From an optimization exercise on the open Yosys and OpenROAD flow, aimed at small area, a short achievable clock period and few clock cycles per item; shortcuts taken in it are not production practice. No functional check of the RTL was part of any run shown here. No activity file was given, so power comes from the tool's default toggle rates.

--- flow/run.sh ---
#!/bin/bash
# synth_recipe.tcl (not shown) runs the flow's synth.tcl, then flattens the netlist and writes it again
# the make line also repeats each setting of config.mk as NAME=value (left out here)
make -C /OpenROAD-flow-scripts/flow DESIGN_CONFIG=/design/flow/config.mk WORK_HOME=/design/flow/orfs CLKGATE_MAP_FILE= SYNTH_SCRIPT=/design/flow/synth_recipe.tcl finish
--- flow/config.mk ---
export PLATFORM = sky130hd
export DESIGN_NAME = MatrixMultiplier
export DESIGN_NICKNAME = MatrixMultiplier
export VERILOG_FILES = /design/flow/design.v
export SDC_FILE = /design/flow/constraint.sdc
export NUM_CORES = 4
export LEC_CHECK = 0
export CAP_MARGIN = 20
export CORE_MARGIN = 2
export CORE_UTILIZATION = 40
export SLEW_MARGIN = 20
--- flow/constraint.sdc ---
create_clock -name core_clock -period 5.5 [get_ports {CLK}]
set_input_delay 1.1000 -clock core_clock [delete_from_list [all_inputs] [get_ports {CLK}]]
set_output_delay 1.1000 -clock core_clock [all_outputs]
set_load 0.01 [all_outputs]
--- flow/design.v ---
module FSM(
    input  wire CLK,
    input  wire NRST,
    input  wire START,
    output reg  FIRST,    
    output reg  DONE,     
    output wire IDLE
);
assign IDLE = ~FIRST & ~DONE;
always @(posedge CLK or negedge NRST) begin
    if (!NRST) begin
        FIRST <= 1'b0;
        DONE  <= 1'b0;
    end else begin
        FIRST <= IDLE & START;
        DONE  <= DONE | FIRST;
    end
end
endmodule
module Multiplier(
    input  wire [7:0]  A,
    input  wire [7:0]  B,
    output wire [15:0] P
);
assign P = $signed(A) * $signed(B);
endmodule
module Accumulator(
    input  wire         CLK,
    input  wire         CLR,     
    input  wire         HOLD,    
    input  wire [7:0]   A,
    input  wire [7:0]   B,
    output wire [16:0]  OUT
);
wire [7:0] Ag = A & {8{~HOLD}};
reg st_0_0;
wire st_0_1 = 1'b0;
reg st_1_0;
wire st_1_1 = 1'b0;
reg st_2_0;
wire st_2_1 = 1'b0;
reg st_3_0;
wire st_3_1 = 1'b0;
reg st_4_0;
wire st_4_1 = 1'b0;
reg st_5_0;
wire st_5_1 = 1'b0;
reg st_6_0;
wire st_6_1 = 1'b0;
reg st_7_0;
reg st_7_1;
reg st_8_0;
reg st_8_1;
reg st_9_0;
reg st_9_1;
reg st_10_0;
reg st_10_1;
reg st_11_0;
reg st_11_1;
reg st_12_0;
reg st_12_1;
reg st_13_0;
reg st_13_1;
reg st_14_0;
reg st_14_1;
reg st_15_0;
wire st_15_1 = 1'b0;
reg st_16_0;
wire st_16_1 = 1'b0;
wire pp_0_0 = (Ag[0] & B[0]);
wire pp_0_1 = (Ag[0] & B[1]);
wire pp_0_2 = (Ag[0] & B[2]);
wire pp_0_3 = (Ag[0] & B[3]);
wire pp_0_4 = (Ag[0] & B[4]);
wire pp_0_5 = (Ag[0] & B[5]);
wire pp_0_6 = (Ag[0] & B[6]);
wire pp_0_7 = ~(Ag[0] & B[7]);
wire pp_1_0 = (Ag[1] & B[0]);
wire pp_1_1 = (Ag[1] & B[1]);
wire pp_1_2 = (Ag[1] & B[2]);
wire pp_1_3 = (Ag[1] & B[3]);
wire pp_1_4 = (Ag[1] & B[4]);
wire pp_1_5 = (Ag[1] & B[5]);
wire pp_1_6 = (Ag[1] & B[6]);
wire pp_1_7 = ~(Ag[1] & B[7]);
wire pp_2_0 = (Ag[2] & B[0]);
wire pp_2_1 = (Ag[2] & B[1]);
wire pp_2_2 = (Ag[2] & B[2]);
wire pp_2_3 = (Ag[2] & B[3]);
wire pp_2_4 = (Ag[2] & B[4]);
wire pp_2_5 = (Ag[2] & B[5]);
wire pp_2_6 = (Ag[2] & B[6]);
wire pp_2_7 = ~(Ag[2] & B[7]);
wire pp_3_0 = (Ag[3] & B[0]);
wire pp_3_1 = (Ag[3] & B[1]);
wire pp_3_2 = (Ag[3] & B[2]);
wire pp_3_3 = (Ag[3] & B[3]);
wire pp_3_4 = (Ag[3] & B[4]);
wire pp_3_5 = (Ag[3] & B[5]);
wire pp_3_6 = (Ag[3] & B[6]);
wire pp_3_7 = ~(Ag[3] & B[7]);
wire pp_4_0 = (Ag[4] & B[0]);
wire pp_4_1 = (Ag[4] & B[1]);
wire pp_4_2 = (Ag[4] & B[2]);
wire pp_4_3 = (Ag[4] & B[3]);
wire pp_4_4 = (Ag[4] & B[4]);
wire pp_4_5 = (Ag[4] & B[5]);
wire pp_4_6 = (Ag[4] & B[6]);
wire pp_4_7 = ~(Ag[4] & B[7]);
wire pp_5_0 = (Ag[5] & B[0]);
wire pp_5_1 = (Ag[5] & B[1]);
wire pp_5_2 = (Ag[5] & B[2]);
wire pp_5_3 = (Ag[5] & B[3]);
wire pp_5_4 = (Ag[5] & B[4]);
wire pp_5_5 = (Ag[5] & B[5]);
wire pp_5_6 = (Ag[5] & B[6]);
wire pp_5_7 = ~(Ag[5] & B[7]);
wire pp_6_0 = (Ag[6] & B[0]);
wire pp_6_1 = (Ag[6] & B[1]);
wire pp_6_2 = (Ag[6] & B[2]);
wire pp_6_3 = (Ag[6] & B[3]);
wire pp_6_4 = (Ag[6] & B[4]);
wire pp_6_5 = (Ag[6] & B[5]);
wire pp_6_6 = (Ag[6] & B[6]);
wire pp_6_7 = ~(Ag[6] & B[7]);
wire pp_7_0 = ~(Ag[7] & B[0]);
wire pp_7_1 = ~(Ag[7] & B[1]);
wire pp_7_2 = ~(Ag[7] & B[2]);
wire pp_7_3 = ~(Ag[7] & B[3]);
wire pp_7_4 = ~(Ag[7] & B[4]);
wire pp_7_5 = ~(Ag[7] & B[5]);
wire pp_7_6 = ~(Ag[7] & B[6]);
wire pp_7_7 = (Ag[7] & B[7]);
wire sg_0_0 = st_0_0 & ~CLR;
wire sg_0_1 = st_0_1 & ~CLR;
wire sg_1_0 = st_1_0 & ~CLR;
wire sg_1_1 = st_1_1 & ~CLR;
wire sg_2_0 = st_2_0 & ~CLR;
wire sg_2_1 = st_2_1 & ~CLR;
wire sg_3_0 = st_3_0 & ~CLR;
wire sg_3_1 = st_3_1 & ~CLR;
wire sg_4_0 = st_4_0 & ~CLR;
wire sg_4_1 = st_4_1 & ~CLR;
wire sg_5_0 = st_5_0 & ~CLR;
wire sg_5_1 = st_5_1 & ~CLR;
wire sg_6_0 = st_6_0 & ~CLR;
wire sg_6_1 = st_6_1 & ~CLR;
wire sg_7_0 = st_7_0 & ~CLR;
wire sg_7_1 = st_7_1 & ~CLR;
wire sg_8_0 = st_8_0 & ~CLR;
wire sg_8_1 = st_8_1 & ~CLR;
wire sg_9_0 = st_9_0 & ~CLR;
wire sg_9_1 = st_9_1 & ~CLR;
wire sg_10_0 = st_10_0 & ~CLR;
wire sg_10_1 = st_10_1 & ~CLR;
wire sg_11_0 = st_11_0 & ~CLR;
wire sg_11_1 = st_11_1 & ~CLR;
wire sg_12_0 = st_12_0 & ~CLR;
wire sg_12_1 = st_12_1 & ~CLR;
wire sg_13_0 = st_13_0 & ~CLR;
wire sg_13_1 = st_13_1 & ~CLR;
wire sg_14_0 = st_14_0 & ~CLR;
wire sg_14_1 = st_14_1 & ~CLR;
wire sg_15_0 = st_15_0 & ~CLR;
wire sg_15_1 = st_15_1 & ~CLR;
wire sg_16_0 = st_16_0 & ~CLR;
wire sg_16_1 = st_16_1 & ~CLR;
wire s1105 = sg_0_0 ^ sg_0_1 ^ pp_0_0;
wire c1106 = (sg_0_0 & sg_0_1) | (sg_0_0 & pp_0_0) | (sg_0_1 & pp_0_0);
wire s1107 = sg_1_0 ^ sg_1_1 ^ pp_0_1;
wire c1108 = (sg_1_0 & sg_1_1) | (sg_1_0 & pp_0_1) | (sg_1_1 & pp_0_1);
wire s1109 = pp_1_0 ^ c1106 ^ s1107;
wire c1110 = (pp_1_0 & c1106) | (pp_1_0 & s1107) | (c1106 & s1107);
wire s1111 = sg_2_0 ^ sg_2_1 ^ pp_0_2;
wire c1112 = (sg_2_0 & sg_2_1) | (sg_2_0 & pp_0_2) | (sg_2_1 & pp_0_2);
wire s1113 = pp_1_1 ^ pp_2_0 ^ c1108;
wire c1114 = (pp_1_1 & pp_2_0) | (pp_1_1 & c1108) | (pp_2_0 & c1108);
wire s1115 = s1111 ^ c1110 ^ s1113;
wire c1116 = (s1111 & c1110) | (s1111 & s1113) | (c1110 & s1113);
wire s1117 = sg_3_0 ^ sg_3_1 ^ pp_0_3;
wire c1118 = (sg_3_0 & sg_3_1) | (sg_3_0 & pp_0_3) | (sg_3_1 & pp_0_3);
wire s1119 = pp_1_2 ^ pp_2_1 ^ pp_3_0;
wire c1120 = (pp_1_2 & pp_2_1) | (pp_1_2 & pp_3_0) | (pp_2_1 & pp_3_0);
wire s1121 = c1112 ^ s1117 ^ s1119;
wire c1122 = (c1112 & s1117) | (c1112 & s1119) | (s1117 & s1119);
wire s1123 = c1114 ^ s1121 ^ c1116;
wire c1124 = (c1114 & s1121) | (c1114 & c1116) | (s1121 & c1116);
wire s1125 = sg_4_0 ^ sg_4_1 ^ pp_0_4;
wire c1126 = (sg_4_0 & sg_4_1) | (sg_4_0 & pp_0_4) | (sg_4_1 & pp_0_4);
wire s1127 = pp_1_3 ^ pp_2_2 ^ pp_3_1;
wire c1128 = (pp_1_3 & pp_2_2) | (pp_1_3 & pp_3_1) | (pp_2_2 & pp_3_1);
wire s1129 = pp_4_0 ^ c1118 ^ c1120;
wire c1130 = (pp_4_0 & c1118) | (pp_4_0 & c1120) | (c1118 & c1120);
wire s1131 = s1125 ^ s1127 ^ c1122;
wire c1132 = (s1125 & s1127) | (s1125 & c1122) | (s1127 & c1122);
wire s1133 = s1129 ^ s1131 ^ c1124;
wire c1134 = (s1129 & s1131) | (s1129 & c1124) | (s1131 & c1124);
wire s1135 = sg_5_0 ^ sg_5_1 ^ pp_0_5;
wire c1136 = (sg_5_0 & sg_5_1) | (sg_5_0 & pp_0_5) | (sg_5_1 & pp_0_5);
wire s1137 = pp_1_4 ^ pp_2_3 ^ pp_3_2;
wire c1138 = (pp_1_4 & pp_2_3) | (pp_1_4 & pp_3_2) | (pp_2_3 & pp_3_2);
wire s1139 = pp_4_1 ^ pp_5_0 ^ c1126;
wire c1140 = (pp_4_1 & pp_5_0) | (pp_4_1 & c1126) | (pp_5_0 & c1126);
wire s1141 = c1128 ^ s1135 ^ s1137;
wire c1142 = (c1128 & s1135) | (c1128 & s1137) | (s1135 & s1137);
wire s1143 = c1130 ^ s1139 ^ s1141;
wire c1144 = (c1130 & s1139) | (c1130 & s1141) | (s1139 & s1141);
wire s1145 = c1132 ^ s1143 ^ c1134;
wire c1146 = (c1132 & s1143) | (c1132 & c1134) | (s1143 & c1134);
wire s1147 = sg_6_0 ^ sg_6_1 ^ pp_0_6;
wire c1148 = (sg_6_0 & sg_6_1) | (sg_6_0 & pp_0_6) | (sg_6_1 & pp_0_6);
wire s1149 = pp_1_5 ^ pp_2_4 ^ pp_3_3;
wire c1150 = (pp_1_5 & pp_2_4) | (pp_1_5 & pp_3_3) | (pp_2_4 & pp_3_3);
wire s1151 = pp_4_2 ^ pp_5_1 ^ pp_6_0;
wire c1152 = (pp_4_2 & pp_5_1) | (pp_4_2 & pp_6_0) | (pp_5_1 & pp_6_0);
wire s1153 = c1136 ^ c1138 ^ s1147;
wire c1154 = (c1136 & c1138) | (c1136 & s1147) | (c1138 & s1147);
wire s1155 = s1149 ^ s1151 ^ c1140;
wire c1156 = (s1149 & s1151) | (s1149 & c1140) | (s1151 & c1140);
wire s1157 = c1142 ^ s1153 ^ s1155;
wire c1158 = (c1142 & s1153) | (c1142 & s1155) | (s1153 & s1155);
wire s1159 = c1144 ^ s1157 ^ c1146;
wire c1160 = (c1144 & s1157) | (c1144 & c1146) | (s1157 & c1146);
wire s1161 = sg_7_0 ^ sg_7_1 ^ pp_0_7;
wire c1162 = (sg_7_0 & sg_7_1) | (sg_7_0 & pp_0_7) | (sg_7_1 & pp_0_7);
wire s1163 = pp_1_6 ^ pp_2_5 ^ pp_3_4;
wire c1164 = (pp_1_6 & pp_2_5) | (pp_1_6 & pp_3_4) | (pp_2_5 & pp_3_4);
wire s1165 = pp_4_3 ^ pp_5_2 ^ pp_6_1;
wire c1166 = (pp_4_3 & pp_5_2) | (pp_4_3 & pp_6_1) | (pp_5_2 & pp_6_1);
wire s1167 = pp_7_0 ^ c1148 ^ c1150;
wire c1168 = (pp_7_0 & c1148) | (pp_7_0 & c1150) | (c1148 & c1150);
wire s1169 = c1152 ^ s1161 ^ s1163;
wire c1170 = (c1152 & s1161) | (c1152 & s1163) | (s1161 & s1163);
wire s1171 = s1165 ^ c1154 ^ s1167;
wire c1172 = (s1165 & c1154) | (s1165 & s1167) | (c1154 & s1167);
wire s1173 = s1169 ^ c1156 ^ s1171;
wire c1174 = (s1169 & c1156) | (s1169 & s1171) | (c1156 & s1171);
wire s1175 = c1158 ^ s1173;
wire c1176 = c1158 & s1173;
wire s1177 = 1'b1 ^ sg_8_0 ^ sg_8_1;
wire c1178 = (1'b1 & sg_8_0) | (1'b1 & sg_8_1) | (sg_8_0 & sg_8_1);
wire s1179 = pp_1_7 ^ pp_2_6 ^ pp_3_5;
wire c1180 = (pp_1_7 & pp_2_6) | (pp_1_7 & pp_3_5) | (pp_2_6 & pp_3_5);
wire s1181 = pp_4_4 ^ pp_5_3 ^ pp_6_2;
wire c1182 = (pp_4_4 & pp_5_3) | (pp_4_4 & pp_6_2) | (pp_5_3 & pp_6_2);
wire s1183 = pp_7_1 ^ s1177 ^ c1162;
wire c1184 = (pp_7_1 & s1177) | (pp_7_1 & c1162) | (s1177 & c1162);
wire s1185 = c1164 ^ c1166 ^ s1179;
wire c1186 = (c1164 & c1166) | (c1164 & s1179) | (c1166 & s1179);
wire s1187 = s1181 ^ c1168 ^ c1170;
wire c1188 = (s1181 & c1168) | (s1181 & c1170) | (c1168 & c1170);
wire s1189 = s1183 ^ s1185 ^ c1172;
wire c1190 = (s1183 & s1185) | (s1183 & c1172) | (s1185 & c1172);
wire s1191 = s1187 ^ c1174 ^ s1189;
wire c1192 = (s1187 & c1174) | (s1187 & s1189) | (c1174 & s1189);
wire s1193 = sg_9_0 ^ sg_9_1 ^ c1178;
wire c1194 = (sg_9_0 & sg_9_1) | (sg_9_0 & c1178) | (sg_9_1 & c1178);
wire s1195 = pp_2_7 ^ pp_3_6 ^ pp_4_5;
wire c1196 = (pp_2_7 & pp_3_6) | (pp_2_7 & pp_4_5) | (pp_3_6 & pp_4_5);
wire s1197 = pp_5_4 ^ pp_6_3 ^ pp_7_2;
wire c1198 = (pp_5_4 & pp_6_3) | (pp_5_4 & pp_7_2) | (pp_6_3 & pp_7_2);
wire s1199 = c1180 ^ c1182 ^ s1193;
wire c1200 = (c1180 & c1182) | (c1180 & s1193) | (c1182 & s1193);
wire s1201 = s1195 ^ s1197 ^ c1184;
wire c1202 = (s1195 & s1197) | (s1195 & c1184) | (s1197 & c1184);
wire s1203 = c1186 ^ s1199 ^ c1188;
wire c1204 = (c1186 & s1199) | (c1186 & c1188) | (s1199 & c1188);
wire s1205 = s1201 ^ c1190 ^ s1203;
wire c1206 = (s1201 & c1190) | (s1201 & s1203) | (c1190 & s1203);
wire s1207 = sg_10_0 ^ sg_10_1 ^ pp_3_7;
wire c1208 = (sg_10_0 & sg_10_1) | (sg_10_0 & pp_3_7) | (sg_10_1 & pp_3_7);
wire s1209 = pp_4_6 ^ pp_5_5 ^ pp_6_4;
wire c1210 = (pp_4_6 & pp_5_5) | (pp_4_6 & pp_6_4) | (pp_5_5 & pp_6_4);
wire s1211 = pp_7_3 ^ c1194 ^ c1196;
wire c1212 = (pp_7_3 & c1194) | (pp_7_3 & c1196) | (c1194 & c1196);
wire s1213 = c1198 ^ s1207 ^ s1209;
wire c1214 = (c1198 & s1207) | (c1198 & s1209) | (s1207 & s1209);
wire s1215 = c1200 ^ s1211 ^ s1213;
wire c1216 = (c1200 & s1211) | (c1200 & s1213) | (s1211 & s1213);
wire s1217 = c1202 ^ s1215 ^ c1204;
wire c1218 = (c1202 & s1215) | (c1202 & c1204) | (s1215 & c1204);
wire s1219 = sg_11_0 ^ sg_11_1 ^ pp_4_7;
wire c1220 = (sg_11_0 & sg_11_1) | (sg_11_0 & pp_4_7) | (sg_11_1 & pp_4_7);
wire s1221 = pp_5_6 ^ pp_6_5 ^ pp_7_4;
wire c1222 = (pp_5_6 & pp_6_5) | (pp_5_6 & pp_7_4) | (pp_6_5 & pp_7_4);
wire s1223 = c1208 ^ c1210 ^ s1219;
wire c1224 = (c1208 & c1210) | (c1208 & s1219) | (c1210 & s1219);
wire s1225 = s1221 ^ c1212 ^ c1214;
wire c1226 = (s1221 & c1212) | (s1221 & c1214) | (c1212 & c1214);
wire s1227 = s1223 ^ c1216 ^ s1225;
wire c1228 = (s1223 & c1216) | (s1223 & s1225) | (c1216 & s1225);
wire s1229 = sg_12_0 ^ sg_12_1 ^ pp_5_7;
wire c1230 = (sg_12_0 & sg_12_1) | (sg_12_0 & pp_5_7) | (sg_12_1 & pp_5_7);
wire s1231 = pp_6_6 ^ pp_7_5 ^ c1220;
wire c1232 = (pp_6_6 & pp_7_5) | (pp_6_6 & c1220) | (pp_7_5 & c1220);
wire s1233 = c1222 ^ s1229 ^ c1224;
wire c1234 = (c1222 & s1229) | (c1222 & c1224) | (s1229 & c1224);
wire s1235 = s1231 ^ c1226 ^ s1233;
wire c1236 = (s1231 & c1226) | (s1231 & s1233) | (c1226 & s1233);
wire s1237 = sg_13_0 ^ sg_13_1 ^ pp_6_7;
wire c1238 = (sg_13_0 & sg_13_1) | (sg_13_0 & pp_6_7) | (sg_13_1 & pp_6_7);
wire s1239 = pp_7_6 ^ c1230 ^ s1237;
wire c1240 = (pp_7_6 & c1230) | (pp_7_6 & s1237) | (c1230 & s1237);
wire s1241 = c1232 ^ s1239 ^ c1234;
wire c1242 = (c1232 & s1239) | (c1232 & c1234) | (s1239 & c1234);
wire s1243 = sg_14_0 ^ sg_14_1 ^ pp_7_7;
wire c1244 = (sg_14_0 & sg_14_1) | (sg_14_0 & pp_7_7) | (sg_14_1 & pp_7_7);
wire s1245 = c1238 ^ s1243 ^ c1240;
wire c1246 = (c1238 & s1243) | (c1238 & c1240) | (s1243 & c1240);
wire s1247 = 1'b1 ^ sg_15_0 ^ sg_15_1;
wire c1248 = (1'b1 & sg_15_0) | (1'b1 & sg_15_1) | (sg_15_0 & sg_15_1);
wire s1249 = s1247 ^ c1244 ^ c1246;
wire c1250 = (s1247 & c1244) | (s1247 & c1246) | (c1244 & c1246);
wire s1251 = 1'b1 ^ sg_16_0 ^ sg_16_1;
wire c1252 = (1'b1 & sg_16_0) | (1'b1 & sg_16_1) | (sg_16_0 & sg_16_1);
wire s1253 = c1248 ^ s1251 ^ c1250;
wire c1254 = (c1248 & s1251) | (c1248 & c1250) | (s1251 & c1250);
always @(posedge CLK) begin
    st_0_0 <= s1105;
    st_1_0 <= s1109;
    st_2_0 <= s1115;
    st_3_0 <= s1123;
    st_4_0 <= s1133;
    st_5_0 <= s1145;
    st_6_0 <= s1159;
    st_7_0 <= s1175;
    st_7_1 <= c1160;
    st_8_0 <= c1176;
    st_8_1 <= s1191;
    st_9_0 <= c1192;
    st_9_1 <= s1205;
    st_10_0 <= c1206;
    st_10_1 <= s1217;
    st_11_0 <= s1227;
    st_11_1 <= c1218;
    st_12_0 <= c1228;
    st_12_1 <= s1235;
    st_13_0 <= c1236;
    st_13_1 <= s1241;
    st_14_0 <= s1245;
    st_14_1 <= c1242;
    st_15_0 <= s1249;
    st_16_0 <= s1253;
end
wire [16:0] r0 = {st_16_0, st_15_0, st_14_0, st_13_0, st_12_0, st_11_0, st_10_0, st_9_0, st_8_0, st_7_0, st_6_0, st_5_0, st_4_0, st_3_0, st_2_0, st_1_0, st_0_0};
wire [16:0] r1 = {1'b0, 1'b0, st_14_1, st_13_1, st_12_1, st_11_1, st_10_1, st_9_1, st_8_1, st_7_1, 1'b0, 1'b0, 1'b0, 1'b0, 1'b0, 1'b0, 1'b0};
assign OUT = r0 + r1;
endmodule
module MatrixMultiplier(
input   wire            CLK,
input   wire            NRST,  
input   wire            START,
input   wire    [7:0]   A,
input   wire    [7:0]   B,
output  wire    [16:0]  OUT,
output  wire            OUT_STROBE
);
wire first, done, idle;
FSM U1(.CLK(CLK), .NRST(NRST), .START(START), .FIRST(first), .DONE(done), .IDLE(idle));
Accumulator U3(.CLK(CLK), .CLR(idle), .HOLD(done), .A(A), .B(B), .OUT(OUT));
assign OUT_STROBE = done;
endmodule
==> results of run 1 <==
==> layout by cell type, fill, tap and decap left out <==
master	n
nand3_2	1
o21bai_1	1
a21oi_1	4
dfxtp_1	25
o211ai_2	1
a21o_1	1
inv_2	1
dfrtp_1	2
o21a_1	1
o21ai_1	1
ha_1	17
inv_1	62
and2_1	53
nor2b_4	1
clkdlybuf4s50_1	36
nor2b_1	8
o2111ai_2	1
nand3_1	1
fa_1	64
xnor2_1	9
o21ai_2	1
nor3_1	1
nand2_1	38
nor2_1	9
clkbuf_8	3
clkinv_2	1
o21ai_0	1
a211oi_2	1
o41ai_2	1
and3_4	1
==> logic make-up after synthesis <==
group	count (synthesis)	share of synthesized area
fa+ha+maj	81	0.475
buf+inv	73	0.0959
xor+xnor	9	0.0251
compound gates	14	0.0374
flops	27	0.175
simple gates	113	0.192
==> tightest hold or removal path, delay by kind of cell, from the launching register on <==
kind | cells | cell delay [ps]
flip-flops | 1 | 340
AND/OR/NAND/NOR | 2 | 210
==> layout make-up <==
type,count,share of cell area
Sequential cell,27,0.152
Multi-Input combinational cell,217,0.634
Timing Repair Buffer,36,0.0997
Clock buffer,3,0.0114
Inverter,63,0.0654
Clock inverter,1,0.00138
Tap cell,102,0.0353
==> metal layers <==
| layer | part of all wire | GRT usage | vias up |
|---|---|---|---|
| li1 | - | - | 981 |
| met3 | 0.031 | 0.0163 | 5 |
| met1 | 0.50 | 0.269 | 1002 |
| met2 | 0.46 | 0.260 | 40 |
| met4 | 0.012 | 0.0404 | 0 |
| met5 | 0 | 0 | - |
==> path summary, 6_finish.rpt <==
check	startpoint	endpoint	slack (ps)	cells past startpoint
max	A[1]	U3.st_6_0	1050	12
min	U1.FIRST	U1.FIRST	570	2
max in group asynchronous	NRST	U1.DONE	4400	1
min reg2reg	U1.FIRST	U1.FIRST	570	2
max reg2reg	U1.DONE	U3.st_6_0	1540	12
min in group asynchronous	NRST	U1.FIRST	980	1
==> power by group through the flow <==
stage / clock network (mW) / registers [mW] / logic, mW
detailed placement: 0 / 0.379 / 1.47
global placement: 0 / 0.379 / 1.43
CTS: 0.121 / 0.375 / 1.48
floorplan: 0 / 0.356 / 0.999
global route: 0.130 / 0.386 / 1.71
finish: 0.116 / 0.374 / 1.44
==> through the flow <==
stage | instances | util | hold slack [ps] | setup WS, ps | power, mW
finish | 449 | 0.470 | 573 | 1050 | 1.93
global route | 449 | 0.470 | 600 | 803 | 2.22
CTS | 449 | 0.470 | 579 | 1010 | 1.97
detailed placement | 445 | 0.464 | 560 | 702 | 1.85
global placement | 445 | 0.464 | 560 | 854 | 1.81
floorplan | 317 | - | 542 | 1430 | 1.35
==> qor.yml, run 1 <==
status: "no timing/DRC/antenna violations"
synth_warnings: 2
clock-sinks: 27
grt_first_pass_wirelength_mm: 11.4
yosysTopAreaCell: "fa_1"
dpl_cell_area_um2: 3570
rows: 32
layout-drive-gt1-share: 0.0375
p_comb_frac: 0.746
critPathRequiredTime_ps: 5670
cp-end-kind: "register"
die_h_um: 92.7
drtIter0Drc: 61
grt_overflow: 0
stdcell_area_um2: 3610
clockRootBuffer: "clkbuf_8"
port_buffers: 36
synth.distinct_cells: 30
ys.flop_type: "dfxtp_1"
area_delta_synth_final_pct: 14.9
synth_cells: 317
cts_resized: 0
synth-edff-count: 0
seq_area_um2: 551
antenna_left: 0
slew_headroom: 0.572
fmax_mhz: 225
diodes: 0
path_max_fanout: 8
clockBufferDepth: 2
path_class: "input port to register"
path_clk_slew_ps: 100
slew_violations: 0
finClkSkew_ps: 3.43
max_cap_violations: 0
finalWeightedCongestion: 0.894
nNetsFinal: 448
synth.area.top_cells: "fa_1, dfxtp_1, and2_1"
io_pins: 37
syn-cell-area_um2: 3150
hpwl_mm: 5.47
fillCellCount: 766
grt_pass1_vias: 2254
grt_max_degree: 26
synthesis.nets: 417
crit_chain: "clkdlybuf4s50_1 > nor2b_1 > nand2_1 > fa_1 > inv_1 > fa_1 > inv_1 > fa_1 > inv_1 > fa_1 > fa_1 > fa_1"
min_period_ps: 4450
clock_latency_ps: 280
rsz0062_at_grt: "false"
powerDensity_nw_per_um2: 535
crit_family: "adder cells"
peakVddDrop_v: 0.000167
via_per_inst: 4.52
tightest_slew_ps: 641
ys_ff_latch: 27
cts_max_level: 1
antenna_found_initial: 0
numCtsBuffers: 3
fp.dieW_um: 92.7
worst_hold_path_type: "register to register"
cp_slowest_cell: "fa_1"
power.leakage_nw: 1.67
synth-seq-area-share: 0.175
p_int_mw: 1.09
num_vias: 2028
seqPwrFrac: 0.193
syn_avg_cell_area_um2: 9.92
yosys.cell_count.top_type: "fa_1"
cts_tree: "yes"
drtPass1Iterations: 4
multiInputGateArea_um2: 2290
die_area_um2: 8590
synth_top_cells_by_count: "fa_1, inv_1, and2_1, nand2_1, dfxtp_1"
async_flop_share: 0.0741
crit_top_cell: "fa_1"
hold_violations: 0
wire_per_inst_um: 14.2
finalSetupTns_ps: 0
clockPowerShare: 0.060
ctsHoldBuffers: 0
cp.arrival_ps: 4610
cp_num_buf_inv: 4
start_util: 0.409
post-route-period-util: 0.809
synth_top_area_frac: 0.407
drcViolationCount: 0
max_stage_delay_ps: 550
cp-start-kind: "input port"
setup_viol: 0
grt_usage: 0.172
p_switching_mw: 0.843
wl_mm: 6.39
postCtsSetupBuffers: 0
design.core.area_um2: 7690
power_switching_share: 0.436
==> inputs of run 2 (changes only) <==
--- a/flow/config.mk
+++ b/flow/config.mk
@@ -10,2 +10,3 @@
 export CORE_UTILIZATION = 40
+export SETUP_SLACK_MARGIN = 2.0
 export SLEW_MARGIN = 20
==> qor.yml, run 2 <==
reg2reg_to: "U3.st_6_0"
cts_max_level: 1  # unchanged
clock-sinks: 27  # unchanged
clockBufferDepth: 2  # unchanged
rows: 32  # unchanged
antenna_left: 0  # unchanged
post-route-period-util: 0.704  # -0.105
grt_usage: 0.178  # +0.00552
tightest_slew_ps: 343  # -297 ps
multiInputGateArea_um2: 2480  # +8.1%
status: "no timing/DRC/antenna violations"
setup_viol: 0  # unchanged
path_clk_slew_ps: 100  # about the same
synth_top_area_frac: 0.407  # unchanged
port_buffers: 36  # unchanged
grt_overflow: 0  # unchanged
wire_per_inst_um: 14.5  # +2.0%
nNetsFinal: 469  # +4.7%
synth.distinct_cells: 30  # unchanged
powerDensity_nw_per_um2: 499  # -6.6%
cp-start-kind: "input port"
synth_cells: 317  # unchanged
synthesis.nets: 417  # unchanged
drtIter0Drc: 54  # -11%
finalSetupTns_ps: 0  # unchanged
path_max_fanout: 4  # -4
yosysTopAreaCell: "fa_1"
grt_pass1_vias: 2484  # +10%
holdPathEnd: "U1.FIRST"
clock_latency_ps: 280  # about the same
antenna_found_initial: 0  # unchanged
cp.arrival_ps: 4090  # -520 ps
syn-cell-area_um2: 3150  # unchanged
whs_path_depth: 2  # unchanged
worstHoldStart: "U1.FIRST"
hold_violations: 0  # unchanged
start_util: 0.409  # unchanged
place_ws_ps: 1020  # +322 ps
async_flop_share: 0.0741  # unchanged
drtPass1Iterations: 5  # +1
grt_first_pass_wirelength_mm: 11.9  # +4.5%
grt_max_degree: 26  # unchanged
synth-edff-count: 0  # unchanged
diodes: 0  # unchanged
setup_slack_ps: 1630  # +578 ps
ys_ff_latch: 27  # unchanged
rsz0062_at_grt: "true"
area_delta_synth_final_pct: 26.8
min_period_ps: 3870  # -578 ps
max_cap_violations: 0  # unchanged
yosys.cell_count.top_type: "fa_1"
layout_common_cells: "inv_1, fa_1, and2_1"
layout-drive-gt1-share: 0.310  # +0.272
numCtsBuffers: 3  # unchanged
ctsHoldBuffers: 0  # unchanged
path_class: "input port to register"
hpwl_mm: 5.24  # -4.3%
via_per_inst: 4.59  # +1.6%
fp.dieW_um: 92.7  # unchanged
slew_violations: 0  # unchanged
die_area_um2: 8590  # unchanged
seq_area_um2: 556  # +0.91%
worst_hold_path_type: "register to register"
io_pins: 37  # unchanged
drcViolationCount: 0  # unchanged
peakVddDrop_v: 0.000153  # -8.3%
reg2reg_depth: 12  # unchanged
syn_avg_cell_area_um2: 9.92  # unchanged
fillCellCount: 731  # -4.6%
layout_commonest_cell: "inv_1"
slew_headroom: 0.771  # +0.199
design.core.area_um2: 7690  # unchanged
ys.flop_type: "dfxtp_1"
synth.area.top_cells: "fa_1, dfxtp_1, and2_1"
fmax_mhz: 258  # +15%
holdWs_ps: 598  # +25.9 ps
r2r-start: "U1.DONE"
die_h_um: 92.7  # unchanged
num_vias: 2157  # +6.4%
critPathRequiredTime_ps: 5720  # +50 ps
synth-seq-area-share: 0.175  # unchanged
finalWeightedCongestion: 0.827  # -7.5%
power.leakage_nw: 1.84  # +10%
cp-end-kind: "register"
clockRootBuffer: "clkbuf_8"
wl_mm: 6.82  # +6.7%
cts_tree: "yes"
synth_warnings: 2  # unchanged
reg2reg_slack_ps: 1840  # +300 ps
finClkSkew_ps: 7.92  # +4.49 ps
synth_top_cells_by_count: "fa_1, inv_1, and2_1, nand2_1, dfxtp_1"
==> run 2: cell counts after synthesis <==
No cell type changed its count.
==> run 2: layout make-up <==
class / instances / area share
well taps: 102 / 0.0320
clock buffers: 3 / 0.0104
inverters: 63 / 0.0599
flip-flops and latches: 27 / 0.139
multi-input cells: 217 / 0.622
clock inverters: 1 / 0.00126
repair buffers: 57 / 0.135
==> run 2: critical path: stages <==
cell and delay (ps):
buf_6 90, nor2b_4 140, buf_6 120, and2_4 140, fa_1 490, inv_2 40
fa_1 490, fa_1 570, inv_2 40, fa_2 360, fa_2 520
==> run 2: metal layers <==
layer / share of wire / track usage
met1: 0.49 / 0.261
met2: 0.46 / 0.290
met3: 0.031 / 0.0155
met4: 0.012 / 0.0404
met5: 0 / 0
==> run 2: how the worst max path moves through the flow <==
stage / slack [ps] / end / startpoint / cells after the start
after CTS: 1610 / U3.st_8_1 / A[2] / 12
after detailed placement: 1020 / U3.st_6_0 / A[3] / 12
final: 1630 / U3.st_6_0 / A[2] / 11
after global placement: 1080 / U3.st_6_0 / A[3] / 12
after global routing: 1570 / U3.st_6_0 / A[2] / 11
after floorplan: 1660 / U3.st_6_0 / A[0] / 11
==> run 2: through the flow <==
step	instance area, um2	instances	util	power, mW
final	3990	470	0.519	1.99
after global routing	3990	470	0.519	2.27
after CTS	3920	467	0.509	1.98
after detailed placement	3610	445	0.470	1.84
after global placement	3610	445	0.470	1.82
after floorplan	3190	317	-	1.36
==> run 2: timing repair <==
item | CTS | global route
buffers inserted | 18 | 3
endpoints found under the setup margin | 23 | 15
gates resized for setup | 88 | 37
pin swaps | 23 | 24
==> run 2: kinds of logic (layout without fill, tap and decap cells) <==
logic type | Yosys count | count (layout) | synth area share
buffers and inverters | 73 | 124 | 0.0959
adders and majority gates | 81 | 81 | 0.475
AOI/OAI and AO/OA | 14 | 14 | 0.0374
DFF | 27 | 27 | 0.175
xor gates and xnor gates | 9 | 9 | 0.0251
and+or+nand+nor | 113 | 113 | 0.192
==> run 2: where the power goes <==
part           total, mW  internal [mW]  switching, mW
sequential         0.374          0.313         0.0607
clock              0.115         0.0508         0.0639
combinational       1.50          0.751          0.751
total               1.99           1.11          0.876

-- separate check: timing with driven ports --
In the flow no input, the clock included, has a driving cell. The finished layouts below were timed again as built, in two steps. Step 1 assumes that a clkbuf_16 drives the clock port and a buf_2 every other input. Step 2 moves the port delays by t, midway between the first and last clock arrival at a register: inputs arrive t later, outputs are due t later. That takes back most of the time a late clock gives input paths. Slacks: ideal ports / drivers / drivers and shift; pairs: ideal ports / drivers.
run	t (ns)	slack for setup (ns)	worst register clock-pin slew, ns	worst slew at a driven data input, ns
run 1	0.308	1.051 / 1.059 / 0.751	0.10 / 0.10	0.03
run 2	0.299	1.630 / 1.626 / 1.327	0.10 / 0.10	0.05
After both steps every run listed still meets setup and hold. The setup slack of run 2, which loses most, moves by -0.004 ns with the drivers and by -0.303 ns with both steps.
